Background: an optimization exercise with open tools, aiming at a short achievable clock period and few clock cycles. Do not read the settings as production practice. RTL that was checked went through simulation tests only; none was proved equivalent to the original. Power figures rest on the tool's default switching activity, not on a simulated workload.

==> inputs of 04-20 <==
// proc
module proc(
	    clk,
	    rst,
	    imem_rdata,
	    dmem_rdata,
	    imem_addr,
	    dmem_addr,
	    dmem_wdata,
	    dmem_en,
	    dmem_wr,
	    halt
	    );
export LEC_CHECK = 0
export ABC_CLOCK_PERIOD_IN_PS = 2500
export CAP_MARGIN = 20
export CORE_MARGIN = 2
export CORE_UTILIZATION = 40
export SETUP_SLACK_MARGIN = 5.0
export SLEW_MARGIN = 20
export SYNTH_HIERARCHICAL = 1
export TNS_END_PERCENT = 100
create_clock -name core_clock -period 8.0 [get_ports {clk}]
run.sh (not shown) runs the stock make flow with config.mk's settings and CLKGATE_MAP_FILE= SYNTH_SCRIPT=/design/flow/synth_recipe.tcl, a recipe that flattens the netlist after the stock synthesis.
==> inputs of 12-11, as changes to 04-20 <==
--- a/flow/design.v
+++ b/flow/design.v
@@ -1104,21 +1104,28 @@
    wire        stall, x_redir, d_redir;
    wire        d_go = d_v & ~stall & ~x_redir;
    wire        d_bres, d_bmis, d_jrr;
    wire [15:0] d_btgt;
    wire [15:0] x_rtgt, agu, x_res;
    wire [15:0] fi = imem_rdata;
    wire [4:0]  fop = fi[15:11];
    wire [15:0] pc2 = pc + 16'd2;
-   wire [15:0] f_tt;
-   wire [15:0] tk8, tk11;
-   wisc_kadd a8  (.a({1'b0, pc[15:1]}), .b({1'b0, {8{fi[7]}}, fi[7:1]}),  .ci(1'b1), .s(tk8),  .co());
-   wisc_kadd a11 (.a({1'b0, pc[15:1]}), .b({1'b0, {5{fi[10]}}, fi[10:1]}), .ci(1'b1), .s(tk11), .co());
-   wisc_tsel tsel (.fi(fi), .t8(tk8), .t11(tk11), .tgt(f_tt));
+   wire [15:0] f_tt;          
+   wire [8:0]  lo8;
+   wire [11:0] lo11;
+   wire [7:0]  h8m1, h8p1, h8p2;
+   wire [4:0]  h5m1, h5p1, h5p2;
+   wisc_addlo8  a8  (.a(pc2[7:0]),  .b(fi[7:0]),  .s(lo8));
+   wisc_addlo11 a11 (.a(pc2[10:0]), .b(fi[10:0]), .s(lo11));
+   wisc_hv8 hv8 (.a(pc[15:8]),  .m1(h8m1), .p1(h8p1), .p2(h8p2));
+   wisc_hv5 hv5 (.a(pc[15:11]), .m1(h5m1), .p1(h5p1), .p2(h5p2));
+   wisc_tsel tsel (.fi(fi), .lo8(lo8), .lo11(lo11), .c8(&pc[7:1]), .c11(&pc[10:1]),
+                   .h8(pc[15:8]), .h8m1(h8m1), .h8p1(h8p1), .h8p2(h8p2),
+                   .h5(pc[15:11]), .h5m1(h5m1), .h5p1(h5p1), .h5p2(h5p2), .tgt(f_tt));
    wire        f_isj    = (fop == OP_J) | (fop == OP_JAL);
    wire        f_isbr   = (fop == OP_BEQZ) | (fop == OP_BNEZ) | (fop == OP_BLTZ);
    wire        f_isret  = (fop == OP_RET);
    wire        f_iscall = (fop == OP_JAL) | (fop == OP_JALR);
    wire        f_brt    = f_isbr & (fi[7] | (fop == OP_BNEZ));
    wire        f_take   = f_isj | f_brt;
    wire [15:0] f_seq    = (f_isret & ras_v) ? ras : pc2;
    wire        s_x = x_redir;
@@ -1225,17 +1232,22 @@
    wisc_mux16 amux (.s(a_fx), .a(x_res), .b(a_rf), .y(a_val));
    wisc_mux16 tmux (.s(t_fx), .a(x_res), .b(t_rf), .y(t_val));
    wire        b_fx = d_rrr & t_fx;
    wire [15:0] b_oth = d_rrr ? t_rf : d_imm;
    wisc_mux16 bmux (.s(b_fx), .a(x_res), .b(b_oth), .y(b_val));
    wire [15:0] base = a_fx ? x_ebyp : a_rf;
    wire        base_ok = ~a_fx | x_ev;
    wire [15:0] sum_b;
-   wisc_kadd aadd (.a(base), .b(d_imm), .ci(1'b0), .s(sum_b), .co());
+   wire [8:0]  ab_lo;
+   wire [7:0]  ab_hp, ab_hm;
+   wisc_addlo8  ab8 (.a(base[7:0]), .b(d_imm[7:0]), .s(ab_lo));
+   wisc_incdec8 abi (.a(base[15:8]), .p(ab_hp), .m(ab_hm));
+   wisc_hsel8   abs (.c(ab_lo[8]), .sg(d_imm[15]), .h(base[15:8]), .hp(ab_hp), .hm(ab_hm), .y(sum_b[15:8]));
+   assign sum_b[7:0] = ab_lo[7:0];
    wire        r7_fx = f7_x;
    wire [15:0] r7 = r7_fx ? x_ebyp : rf[7];
    wire        r7_ok = ~r7_fx | x_ev;
    assign agu = d_ret ? r7 : sum_b;
    assign stall = d_v & ((d_agu & ~base_ok) | (d_ret & ~r7_ok));
    wire ret_hit = d_pt & (r7 == d_tgt);
    wire [15:0] t_e  = t_fx ? x_ebyp : t_rf;
    wire        t_ok = ~t_fx | x_ev;
@@ -1275,19 +1287,24 @@
       x_pt <= d_pt;
       x_sub <= d_sub;
       x_s_sum <= d_sum; x_s_or <= d_or; x_s_and <= d_and;
       x_s_shl <= d_shl; x_s_shr <= d_shr; x_rot <= d_rot;
       x_s_btr <= d_btr; x_s_seq <= d_seq; x_s_slt <= d_slt; x_s_sle <= d_sle;
       x_s_sco <= d_sco; x_s_slbi <= d_slbi; x_s_early <= d_stu | d_call | d_lbi;
    end
    wire [15:0] ax = x_A ^ {16{x_sub}};
-   wire [15:0] sum;
-   wire        c16;
-   wisc_kadd xadd (.a(x_B), .b(ax), .ci(x_sub), .s(sum), .co(c16));
+   wire [8:0]  xs_lo, xs_h0, xs_h1;
+   wisc_addc8 xal (.a(x_B[7:0]),  .b(ax[7:0]),  .ci(x_sub), .s(xs_lo));
+   wisc_addc8 xh0 (.a(x_B[15:8]), .b(ax[15:8]), .ci(1'b0),  .s(xs_h0));
+   wisc_addc8 xh1 (.a(x_B[15:8]), .b(ax[15:8]), .ci(1'b1),  .s(xs_h1));
+   wire [8:0]  xs_hi;
+   wisc_mux9  xhs (.s(xs_lo[8]), .a(xs_h1), .b(xs_h0), .y(xs_hi));
+   wire [15:0] sum = {xs_hi[7:0], xs_lo[7:0]};
+   wire        c16 = xs_hi[8];
    wire        ult = (x_A[14:0] < x_B[14:0]);
    wire        eq  = (x_A == x_B);
    wire        slt = (x_A[15] & ~x_B[15]) | (~(x_A[15] ^ x_B[15]) & ult);
    wire [3:0]  n = x_B[3:0];
    wire [15:0] l0 = n[0] ? {x_A[14:0], x_rot ? x_A[15]    : 1'b0}  : x_A;
    wire [15:0] l1 = n[1] ? {l0[13:0],  x_rot ? l0[15:14]  : 2'b0}  : l0;
    wire [15:0] l2 = n[2] ? {l1[11:0],  x_rot ? l1[15:12]  : 4'b0}  : l1;
    wire [15:0] l3 = n[3] ? {l2[7:0],   x_rot ? l2[15:8]   : 8'b0}  : l2;
@@ -1340,77 +1357,95 @@
    assign halt = x_halt;
 endmodule
 module wisc_mux16 (s, a, b, y);
    input        s;
    input [15:0] a, b;
    output [15:0] y;
    assign y = s ? a : b;
 endmodule
-module wisc_tsel (fi, t8, t11, tgt);
-   input [15:0] fi, t8, t11;
+module wisc_addlo8 (a, b, s);
+   input [7:0] a, b;
+   output [8:0] s;
+   assign s = {1'b0, a} + {1'b0, b};
+endmodule
+module wisc_addlo11 (a, b, s);
+   input [10:0] a, b;
+   output [11:0] s;
+   assign s = {1'b0, a} + {1'b0, b};
+endmodule
+module wisc_incdec8 (a, p, m);
+   input [7:0] a;
+   output [7:0] p, m;
+   assign p = a + 1'b1;
+   assign m = a - 1'b1;
+endmodule
+module wisc_hv8 (a, m1, p1, p2);
+   input [7:0] a;
+   output [7:0] m1, p1, p2;
+   assign m1 = a - 8'd1;
+   assign p1 = a + 8'd1;
+   assign p2 = a + 8'd2;
+endmodule
+module wisc_hv5 (a, m1, p1, p2);
+   input [4:0] a;
+   output [4:0] m1, p1, p2;
+   assign m1 = a - 5'd1;
+   assign p1 = a + 5'd1;
+   assign p2 = a + 5'd2;
+endmodule
+module wisc_tsel (fi, lo8, lo11, c8, c11, h8, h8m1, h8p1, h8p2, h5, h5m1, h5p1, h5p2, tgt);
+   input [15:0] fi;
+   input [8:0]  lo8;
+   input [11:0] lo11;
+   input        c8, c11;
+   input [7:0]  h8, h8m1, h8p1, h8p2;
+   input [4:0]  h5, h5m1, h5p1, h5p2;
    output [15:0] tgt;
    wire        isj = (fi[15:13] == 3'b001) & ~fi[11];
-   assign tgt = isj ? {t11[14:0], fi[0]} : {t8[14:0], fi[0]};
+   reg [7:0]   t8h;
+   reg [4:0]   t11h;
+   always @(*) begin
+      case ({c8, lo8[8], fi[7]})
+        3'b001:                 t8h = h8m1;
+        3'b000, 3'b011, 3'b101: t8h = h8;
+        3'b010, 3'b100, 3'b111: t8h = h8p1;
+        default:                t8h = h8p2;
+      endcase
+      case ({c11, lo11[11], fi[10]})
+        3'b001:                 t11h = h5m1;
+        3'b000, 3'b011, 3'b101: t11h = h5;
+        3'b010, 3'b100, 3'b111: t11h = h5p1;
+        default:                t11h = h5p2;
+      endcase
+   end
+   assign tgt = isj ? {t11h, lo11[10:0]} : {t8h, lo8[7:0]};
 endmodule
 module wisc_ao3 (s1, a, s2, b, s3, c, y);
    input        s1, s2, s3;
    input [15:0] a, b, c;
    output [15:0] y;
    assign y = ({16{s1}} & a) | ({16{s2}} & b) | ({16{s3}} & c);
 endmodule
+module wisc_hsel8 (c, sg, h, hp, hm, y);
+   input       c, sg;
+   input [7:0] h, hp, hm;
+   output [7:0] y;
+   assign y = (c & ~sg) ? hp : (~c & sg) ? hm : h;
+endmodule
+module wisc_addc8 (a, b, ci, s);
+   input [7:0] a, b;
+   input       ci;
+   output [8:0] s;
+   assign s = {1'b0, a} + {1'b0, b} + {8'd0, ci};
+endmodule
+module wisc_mux9 (s, a, b, y);
+   input       s;
+   input [8:0] a, b;
+   output [8:0] y;
+   assign y = s ? a : b;
+endmodule
 module wisc_fin (s, a, sc, c, o, y);
    input        s, sc, c;
    input [15:0] a, o;
    output [15:0] y;
    assign y = ({16{s}} & a) | {15'd0, sc & c} | o;
 endmodule
-module wisc_x16 (a, b, y);
-   input [15:0] a, b;
-   output [15:0] y;
-   assign y = a ^ b;
-endmodule
-module wisc_a16 (a, b, y);
-   input [15:0] a, b;
-   output [15:0] y;
-   assign y = a & b;
-endmodule
-module wisc_o16 (a, b, y);
-   input [15:0] a, b;
-   output [15:0] y;
-   assign y = a | b;
-endmodule
-module wisc_pfx (g, o, ci, c);
-   input [15:0] g, o;
-   input        ci;
-   output [16:0] c;
-   wire [16:0] g0 = {g, ci};
-   wire [16:0] p0 = {o, 1'b0};
-   wire [16:0] g1, p1, g2, p2, g3, p3, g4, p4, g5;
-   genvar i;
-   generate for (i = 0; i < 17; i = i + 1) begin : k
-      if (i >= 1)  begin assign g1[i] = g0[i] | (p0[i] & g0[i-1]);  assign p1[i] = p0[i] & p0[i-1];  end
-      else         begin assign g1[i] = g0[i];                       assign p1[i] = p0[i];            end
-      if (i >= 2)  begin assign g2[i] = g1[i] | (p1[i] & g1[i-2]);  assign p2[i] = p1[i] & p1[i-2];  end
-      else         begin assign g2[i] = g1[i];                       assign p2[i] = p1[i];            end
-      if (i >= 4)  begin assign g3[i] = g2[i] | (p2[i] & g2[i-4]);  assign p3[i] = p2[i] & p2[i-4];  end
-      else         begin assign g3[i] = g2[i];                       assign p3[i] = p2[i];            end
-      if (i >= 8)  begin assign g4[i] = g3[i] | (p3[i] & g3[i-8]);  assign p4[i] = p3[i] & p3[i-8];  end
-      else         begin assign g4[i] = g3[i];                       assign p4[i] = p3[i];            end
-      if (i >= 16) begin assign g5[i] = g4[i] | (p4[i] & g4[i-16]);                                  end
-      else         begin assign g5[i] = g4[i];                                                        end
-   end endgenerate
-   assign c = g5;
-endmodule
-module wisc_kadd (a, b, ci, s, co);
-   input [15:0] a, b;
-   input        ci;
-   output [15:0] s;
-   output        co;
-   wire [15:0] p, g, o;
-   wire [16:0] c;
-   wisc_x16 ux (.a(a), .b(b), .y(p));
-   wisc_a16 ua (.a(a), .b(b), .y(g));
-   wisc_o16 uo (.a(a), .b(b), .y(o));
-   wisc_pfx up (.g(g), .o(o), .ci(ci), .c(c));
-   wisc_x16 us (.a(p), .b(c[15:0]), .y(s));
-   assign co = c[16];
-endmodule
==> flow/config.mk (replaced) <==
export PLATFORM = sky130hd
export DESIGN_NAME = proc
export DESIGN_NICKNAME = proc
export VERILOG_FILES = /design/flow/design.v
export SDC_FILE = /design/flow/constraint.sdc
export NUM_CORES = 4
export LEC_CHECK = 0
export ABC_CLOCK_PERIOD_IN_PS = 2500
export CAP_MARGIN = 20
export CORE_MARGIN = 2
export CORE_UTILIZATION = 30
export SETUP_SLACK_MARGIN = 5.0
export SLEW_MARGIN = 20
export SYNTH_HIERARCHICAL = 1
export TNS_END_PERCENT = 100
==> metrics.md <==
| Metric | Value |
|---|---|
| Placed Cells | 4,327 |
| Multi-input logic area | 19,100 um2 |
| Power Sequential | 0.00293 W |
| Final RePlAce weighted congestion | 0.954 |
| DP Wirelength | 71.0 mm |
| Repair and plain buffers | 331 |
| Logic inverters | 100 |
| Met2 Use GR | 32.6% |
| Status | finished clean |
| Final cell count without fillers | 4,612 |
| Slew @ Worst Pin | 1.14 ns |
| FF/Latch Area | 11,300 um2 |
| Die height | 321 um |
| Met3 wire length | 10.1 mm |
| Die Area | 103,000 um2 |
| Design Area, Final | 37,600 um2 |
| NetSw | 0.00270 W |
| RR Startpoint | pc[5] |
| DR iter-0 viols | 3,279 |
That was 12-11.
==> metrics.md <==
| Metric | Value |
|---|---|
| Status | finished clean |
| Repair and plain buffers | 293 |
| Reg2reg end | pc[14] |
| Overall Global Routing Usage | 27.8% |
| Final cell count without fillers | 3,882 |
| Logic inverters | 89 |
| Die Area | 70,900 um2 |
| Multi-input logic area | 16,500 um2 |
| RR Startpoint | fa_w |
| Power Sequential | 0.00292 W |
| FF/Latch Area | 11,300 um2 |
| Die height | 266 um |
| Final RePlAce weighted congestion | 0.956 |
| Met2 Use GR | 44.4% |
| DR iter-0 viols | 3,146 |
| Placed Cells | 3,628 |
| Slew @ Worst Pin | 1.07 ns |
| RSZ-0062 raised after global routing | yes |
| Met3 wire length | 8.69 mm |
| Non-clock buffer share of cell area | 9.02% |
That was 04-20.
Testbench counts of 12-11, summed over its fixed seeds: cycles 85,394.
Function not checked in 04-20: the RTL went through the layout flow alone.

========
==> 04-25: inputs <==
proc, a different RTL version from the one above (not shown whole).
## proc
module proc(
	    clk,
	    rst,
	    imem_rdata,
	    dmem_rdata,
	    imem_addr,
	    dmem_addr,
	    dmem_wdata,
	    dmem_en,
	    dmem_wr,
	    halt
	    );
   input clk;
   input rst;
   input [15:0] imem_rdata;
   input [15:0] dmem_rdata;
   output [15:0] imem_addr;
   output [15:0] dmem_addr;
   output [15:0] dmem_wdata;
   output        dmem_en;
   output        dmem_wr;
   output        halt;
   localparam OP_HALT = 5'b00000, OP_J = 5'b00100, OP_JR = 5'b00101, OP_JAL = 5'b00110,
              OP_JALR = 5'b00111, OP_ADDI = 5'b01000, OP_SUBI = 5'b01001, OP_ORI = 5'b01010,
              OP_ANDI = 5'b01011, OP_BEQZ = 5'b01100, OP_BNEZ = 5'b01101, OP_RET = 5'b01110,
              OP_BLTZ = 5'b01111, OP_ST = 5'b10000, OP_LD = 5'b10001, OP_SLBI = 5'b10010,
              OP_STU = 5'b10011, OP_LBI = 5'b11000, OP_BTR = 5'b11001, OP_SHR = 5'b11010,
              OP_ALR = 5'b11011, OP_SEQ = 5'b11100, OP_SLT = 5'b11101, OP_SLE = 5'b11110,
              OP_SCO = 5'b11111;
   reg [15:0] pc;
  ...
clock: 8.0 ns
lec_check: 0
abc_clock_period_in_ps: 2500
cap_margin: 20
core_margin: 2
core_utilization: 40
setup_slack_margin: 5.0
slew_margin: 20
synth_hierarchical: 1
tns_end_percent: 100
==> 09-04: changes against 04-25 <==
--- a/flow/design.v
+++ b/flow/design.v
@@ -1079,13 +1079,13 @@
    reg [15:0] pc;
    reg [15:0] ras;            
    reg        ras_v;
    reg        d_v;
    reg [2:0]  d_rs, d_rt, d_dst;
    reg [7:0]  d_i8;
-   reg [15:0] d_imm, d_pc2, d_tgt, d_ras;
+   reg [15:0] d_imm, d_pc2, d_tgt;
    reg        d_pt;           
    reg        d_wr, d_rrr, d_agu, d_ret, d_jr, d_ld, d_st, d_stu, d_lbi, d_slbi, d_call, d_halt;
    reg        d_beqz, d_bnez, d_bltz;
    reg        d_sum, d_sub, d_or, d_and, d_shl, d_shr, d_rot, d_btr, d_seq, d_slt, d_sle, d_sco;
    reg        x_wr, x_ld, x_en, x_we, x_halt, x_beqz, x_bnez, x_bltz, x_pt, x_ev;
    reg [2:0]  x_dst;
@@ -1094,13 +1094,13 @@
    reg        x_s_sum, x_s_or, x_s_and, x_s_shl, x_s_shr, x_s_btr, x_s_seq, x_s_slt, x_s_sle,
               x_s_sco, x_s_slbi, x_s_early, x_rot;
    reg [15:0] rf [0:7];
    reg [15:0] d_rfa, d_rft;   
    reg        d_rfa_z;        
    reg        x_zk, x_zv, x_nk, x_nv;  
-   reg        fa_x, ft_x, fa_w, ft_w, f7_x, f7_w;  
+   reg        fa_x, ft_x, fa_w, ft_w, f7_x;  
    reg        w_wr;           
    reg [2:0]  w_dst;
    reg [15:0] w_res;
    wire        stall, x_redir, d_redir;
    wire        d_go = d_v & ~stall & ~x_redir;
    wire        d_bres, d_bmis, d_jrr;
@@ -1109,26 +1109,20 @@
    wire [15:0] fi = imem_rdata;
    wire [4:0]  fop = fi[15:11];
    wire [15:0] pc2 = pc + 16'd2;
    wire [15:0] f_tt;          
    wire [8:0]  lo8;
    wire [11:0] lo11;
-   wire [7:0]  h8m1, h8p1, h8p2;
-   wire [4:0]  h5m1, h5p1, h5p2;
+   wire [7:0]  h8p, h8m;
+   wire [4:0]  h5p, h5m;
    wisc_addlo8  a8  (.a(pc2[7:0]),  .b(fi[7:0]),  .s(lo8));
    wisc_addlo11 a11 (.a(pc2[10:0]), .b(fi[10:0]), .s(lo11));
-   wisc_hv8 hv8 (.a(pc[15:8]),  .m1(h8m1), .p1(h8p1), .p2(h8p2));
-   wisc_hv5 hv5 (.a(pc[15:11]), .m1(h5m1), .p1(h5p1), .p2(h5p2));
-   wire [7:0]  t8c1, t8c0;
-   wire [4:0]  t11c1, t11c0;
-   wisc_hpre8 hp8 (.c2(&pc[7:1]), .sg(fi[7]), .h(pc[15:8]), .m1(h8m1), .p1(h8p1), .p2(h8p2),
-                   .c1v(t8c1), .c0v(t8c0));
-   wisc_hpre5 hp5 (.c2(&pc[10:1]), .sg(fi[10]), .h(pc[15:11]), .m1(h5m1), .p1(h5p1), .p2(h5p2),
-                   .c1v(t11c1), .c0v(t11c0));
-   wisc_tsel tsel (.fi(fi), .lo8(lo8), .lo11(lo11), .t8c1(t8c1), .t8c0(t8c0), .t11c1(t11c1), .t11c0(t11c0),
-                   .tgt(f_tt));
+   wisc_incdec8 i8  (.a(pc2[15:8]),  .p(h8p), .m(h8m));
+   wisc_incdec5 i5  (.a(pc2[15:11]), .p(h5p), .m(h5m));
+   wisc_tsel tsel (.fi(fi), .lo8(lo8), .lo11(lo11), .h8(pc2[15:8]), .h8p(h8p), .h8m(h8m),
+                   .h5(pc2[15:11]), .h5p(h5p), .h5m(h5m), .tgt(f_tt));
    wire        f_isj    = (fop == OP_J) | (fop == OP_JAL);
    wire        f_isbr   = (fop == OP_BEQZ) | (fop == OP_BNEZ) | (fop == OP_BLTZ);
    wire        f_isret  = (fop == OP_RET);
    wire        f_iscall = (fop == OP_JAL) | (fop == OP_JALR);
    wire        f_brt    = f_isbr & (fi[7] | (fop == OP_BNEZ));
    wire        f_take   = f_isj | f_brt;
@@ -1138,17 +1132,19 @@
    wire        s_b = d_v & ~stall & ~x_redir & d_bmis;
    wire        s_h = stall & ~x_redir;
    wire        s_n = ~x_redir & ~d_redir & ~stall;
    wire [15:0] pc_rest = ({16{s_x}} & x_rtgt) | ({16{s_b}} & d_btgt) | ({16{s_h}} & pc) |
                          ({16{s_n & ~f_take}} & f_seq);
    wire [15:0] pc_next;
-   wisc_ao3 pcmux (.s1(s_n & f_take & ~rst), .a(f_tt), .s2(s_d & ~rst), .b(agu),
-                   .s3(~(s_n & f_take) & ~s_d & ~rst), .c(pc_rest),
+   wisc_ao3 pcmux (.s1(s_n & f_take), .a(f_tt), .s2(s_d), .b(agu), .s3(~(s_n & f_take) & ~s_d), .c(pc_rest),
                    .y(pc_next));
    always @(posedge clk) begin
-      pc <= pc_next;
+      if (rst)
+        pc <= 16'd0;
+      else
+        pc <= pc_next;
    end
    always @(posedge clk) begin
       if (rst)
         ras_v <= 1'b0;
       else if (f_iscall) begin
          ras_v <= 1'b1;
@@ -1173,24 +1169,19 @@
         default:                                f_imm = {11'd0, fi[4:0]};
       endcase
    end
    wire [2:0] n_rs = stall ? d_rs : fi[10:8];
    wire [2:0] n_rt = stall ? d_rt : fi[7:5];
    wire       n_xw = d_go & d_wr;
-   wire        w_hit_a = w_wr & (w_dst == n_rs);
-   wire [15:0] n_rfa, n_rft;
-   wisc_mux16 wamux (.s(w_hit_a), .a(w_res), .b(rf[n_rs]), .y(n_rfa));
-   wisc_mux16 wtmux (.s(w_wr & (w_dst == n_rt)), .a(w_res), .b(rf[n_rt]), .y(n_rft));
    always @(posedge clk) begin
-      d_rfa <= n_rfa;
-      d_rfa_z <= (w_hit_a ? (w_res == 16'd0) : (rf[n_rs] == 16'd0));
-      d_rft <= n_rft;
+      d_rfa <= rf[n_rs];
+      d_rfa_z <= (rf[n_rs] == 16'd0);
+      d_rft <= rf[n_rt];
       fa_x <= n_xw & (d_dst == n_rs);
       ft_x <= n_xw & (d_dst == n_rt);
       f7_x <= n_xw & (d_dst == 3'd7);
-      f7_w <= x_wr & (x_dst == 3'd7);
       fa_w <= x_wr & (x_dst == n_rs);
       ft_w <= x_wr & (x_dst == n_rt);
    end
    always @(posedge clk) begin
       if (rst | x_redir | d_redir)
         d_v <= 1'b0;
@@ -1200,14 +1191,13 @@
          d_rs   <= fi[10:8];
          d_rt   <= fi[7:5];
          d_i8   <= fi[7:0];
          d_dst  <= f_dst;
          d_imm  <= f_imm;
          d_pc2  <= pc2;
-         d_tgt  <= f_tt;
-         d_ras  <= ras;
+         d_tgt  <= f_isret ? ras : f_tt;
          d_pt   <= f_isret ? ras_v : f_brt;
          d_wr   <= f_rfmt | f_ifmt | f_sfmt | f_iscall;
          d_rrr  <= f_shr_r | f_alr | (fop[4:2] == 3'b111);
          d_agu  <= (fop == OP_LD) | (fop == OP_ST) | (fop == OP_STU) | (fop == OP_JR) | (fop == OP_JALR);
          d_ret  <= f_isret;
          d_jr   <= (fop == OP_JR) | (fop == OP_JALR);
@@ -1252,17 +1242,17 @@
    wire [7:0]  ab_hp, ab_hm;
    wisc_addlo8  ab8 (.a(base[7:0]), .b(d_imm[7:0]), .s(ab_lo));
    wisc_incdec8 abi (.a(base[15:8]), .p(ab_hp), .m(ab_hm));
    wisc_hsel8   abs (.c(ab_lo[8]), .sg(d_imm[15]), .h(base[15:8]), .hp(ab_hp), .hm(ab_hm), .y(sum_b[15:8]));
    assign sum_b[7:0] = ab_lo[7:0];
    wire        r7_fx = f7_x;
-   wire [15:0] r7 = r7_fx ? x_ebyp : f7_w ? w_res : rf[7];
+   wire [15:0] r7 = r7_fx ? x_ebyp : rf[7];
    wire        r7_ok = ~r7_fx | x_ev;
    assign agu = d_ret ? r7 : sum_b;
    assign stall = d_v & ((d_agu & ~base_ok) | (d_ret & ~r7_ok));
-   wire ret_hit = d_pt & (r7 == d_ras);
+   wire ret_hit = d_pt & (r7 == d_tgt);
    wire [15:0] t_e  = t_fx ? x_ebyp : t_rf;
    wire        t_ok = ~t_fx | x_ev;
    wire [15:0] ez_b = d_rrr ? t_e : d_imm;
    wire [15:0] ez_a = base ^ {16{d_sub}};
    wire [15:0] ez_p = ez_b ^ ez_a;
    wire [15:0] ez_o = ez_b | ez_a;
@@ -1337,14 +1327,14 @@
    wisc_fin xfin (.s(x_s_sum), .a(sum), .sc(x_s_sco), .c(c16), .o(x_oth), .y(x_res));
    wire a_zero = (x_A == 16'd0);
    wire taken  = (x_beqz & a_zero) | (x_bnez & ~a_zero) | (x_bltz & x_A[15]);
    assign x_redir = (x_beqz | x_bnez | x_bltz) & (taken ^ x_pt);
    assign x_rtgt = taken ? x_tgt : x_pc2;
    always @(posedge clk) begin
-      if (w_wr)
-        rf[w_dst] <= w_res;
+      if (x_wr)
+        rf[x_dst] <= x_res;
    end
    always @(posedge clk) begin
       if (rst)
         w_wr <= 1'b0;
       else
         w_wr <= x_wr;
@@ -1386,51 +1376,29 @@
 module wisc_incdec8 (a, p, m);
    input [7:0] a;
    output [7:0] p, m;
    assign p = a + 1'b1;
    assign m = a - 1'b1;
 endmodule
-module wisc_hv8 (a, m1, p1, p2);
-   input [7:0] a;
-   output [7:0] m1, p1, p2;
-   assign m1 = a - 8'd1;
-   assign p1 = a + 8'd1;
-   assign p2 = a + 8'd2;
-endmodule
-module wisc_hv5 (a, m1, p1, p2);
+module wisc_incdec5 (a, p, m);
    input [4:0] a;
-   output [4:0] m1, p1, p2;
-   assign m1 = a - 5'd1;
-   assign p1 = a + 5'd1;
-   assign p2 = a + 5'd2;
+   output [4:0] p, m;
+   assign p = a + 1'b1;
+   assign m = a - 1'b1;
 endmodule
-module wisc_tsel (fi, lo8, lo11, t8c1, t8c0, t11c1, t11c0, tgt);
+module wisc_tsel (fi, lo8, lo11, h8, h8p, h8m, h5, h5p, h5m, tgt);
    input [15:0] fi;
    input [8:0]  lo8;
    input [11:0] lo11;
-   input [7:0]  t8c1, t8c0;
-   input [4:0]  t11c1, t11c0;
+   input [7:0]  h8, h8p, h8m;
+   input [4:0]  h5, h5p, h5m;
    output [15:0] tgt;
    wire        isj = (fi[15:13] == 3'b001) & ~fi[11];
-   wire [7:0]  t8h  = lo8[8] ? t8c1 : t8c0;
-   wire [4:0]  t11h = lo11[11] ? t11c1 : t11c0;
-   assign tgt = isj ? {t11h, lo11[10:0]} : {t8h, lo8[7:0]};
-endmodule
-module wisc_hpre8 (c2, sg, h, m1, p1, p2, c1v, c0v);
-   input       c2, sg;
-   input [7:0] h, m1, p1, p2;
-   output [7:0] c1v, c0v;
-   assign c1v = c2 ? (sg ? p1 : p2) : (sg ? h : p1);
-   assign c0v = c2 ? (sg ? h : p1) : (sg ? m1 : h);
-endmodule
-module wisc_hpre5 (c2, sg, h, m1, p1, p2, c1v, c0v);
-   input       c2, sg;
-   input [4:0] h, m1, p1, p2;
-   output [4:0] c1v, c0v;
-   assign c1v = c2 ? (sg ? p1 : p2) : (sg ? h : p1);
-   assign c0v = c2 ? (sg ? h : p1) : (sg ? m1 : h);
+   wire [15:0] t8  = {(lo8[8] & ~fi[7]) ? h8p : (~lo8[8] & fi[7]) ? h8m : h8, lo8[7:0]};
+   wire [15:0] t11 = {(lo11[11] & ~fi[10]) ? h5p : (~lo11[11] & fi[10]) ? h5m : h5, lo11[10:0]};
+   assign tgt = isj ? t11 : t8;
 endmodule
 module wisc_ao3 (s1, a, s2, b, s3, c, y);
    input        s1, s2, s3;
    input [15:0] a, b, c;
    output [15:0] y;
    assign y = ({16{s1}} & a) | ({16{s2}} & b) | ({16{s3}} & c);
Settings changed: CORE_UTILIZATION 40 to 55, PLACE_DENSITY from default to 0.8.
==> flow_summary_export.csv <==
group,metric,value,unit
worst_setup_path,critPathSlowestCell,"xnor2_2",
min_path,hold_start,"d_shr",
grt,grt_pass1_vias,24700,
grt,grt_max_degree,68,
yosys,syn_area,28800,sq um
placement,dpl_cell_area,30200,sq um
outcome,status,"no timing/DRC/antenna violations",
clock_tree,postCtsSetupRepairBufs,101,
layout,multi_input_area_share,0.509,
worst_setup_path,rrSetupSlack,4.43,ns
routing,met2_wirelength,47.1,mm
(the above is from 09-04)
==> flow_summary_export.csv <==
group,metric,value,unit
placement,dpl_cell_area,31100,sq um
outcome,status,"no timing/DRC/antenna violations",
grt,grt_pass1_vias,24000,
yosys,syn_area,29500,sq um
min_path,hold_start,"d_or",
flow_run,drv_cap,0,
routing,met2_wirelength,49.5,mm
grt,grt_max_degree,69,
worst_setup_path,critPathSlowestCell,"dfxtp_4",
clock_tree,postCtsSetupRepairBufs,120,
(the above is from 04-25)
Function was not checked in any run of this note: the RTL went through the layout flow alone.

-- afterwards: timing with drivers on the ports --
How much do the figures lean on ideal ports? The routed layouts below were timed once more, with nothing changed but the port constraints.
Step 1, drivers: a clkbuf_16 drives clk and a buf_2 each remaining input, both assumed.
Step 2 moves the port delays by t, midway between the first and last clock arrival at a register: inputs arrive t later, outputs are due t later. That takes back most of the time a late clock gives input paths.
Three values: no drivers, after step 1, after step 2; two values: the first two.
run	t (ns)	slack for setup (ns)	hold WS [ns]	latest minus earliest clock arrival (ns)	worst data-port slew with drivers (ns)
04-20	0.667	4.508 / 4.486 / 3.819	0.344 / 0.344 / 0.344	0.054 / 0.054	0.22
12-11	0.676	4.674 / 4.608 / 3.932	0.345 / 0.345 / 0.345	0.030 / 0.030	0.27
04-25	0.669	4.561 / 4.561 / 4.001	0.352 / 0.352 / 0.352	0.033 / 0.033	0.07
09-04	0.659	4.425 / 4.425 / 3.830	0.342 / 0.342 / 0.342	0.042 / 0.041	0.07
After both steps setup and hold are still met in every run listed. For 12-11, which loses most, drivers alone change the setup slack by -0.066 ns; drivers and shift together by -0.742 ns.
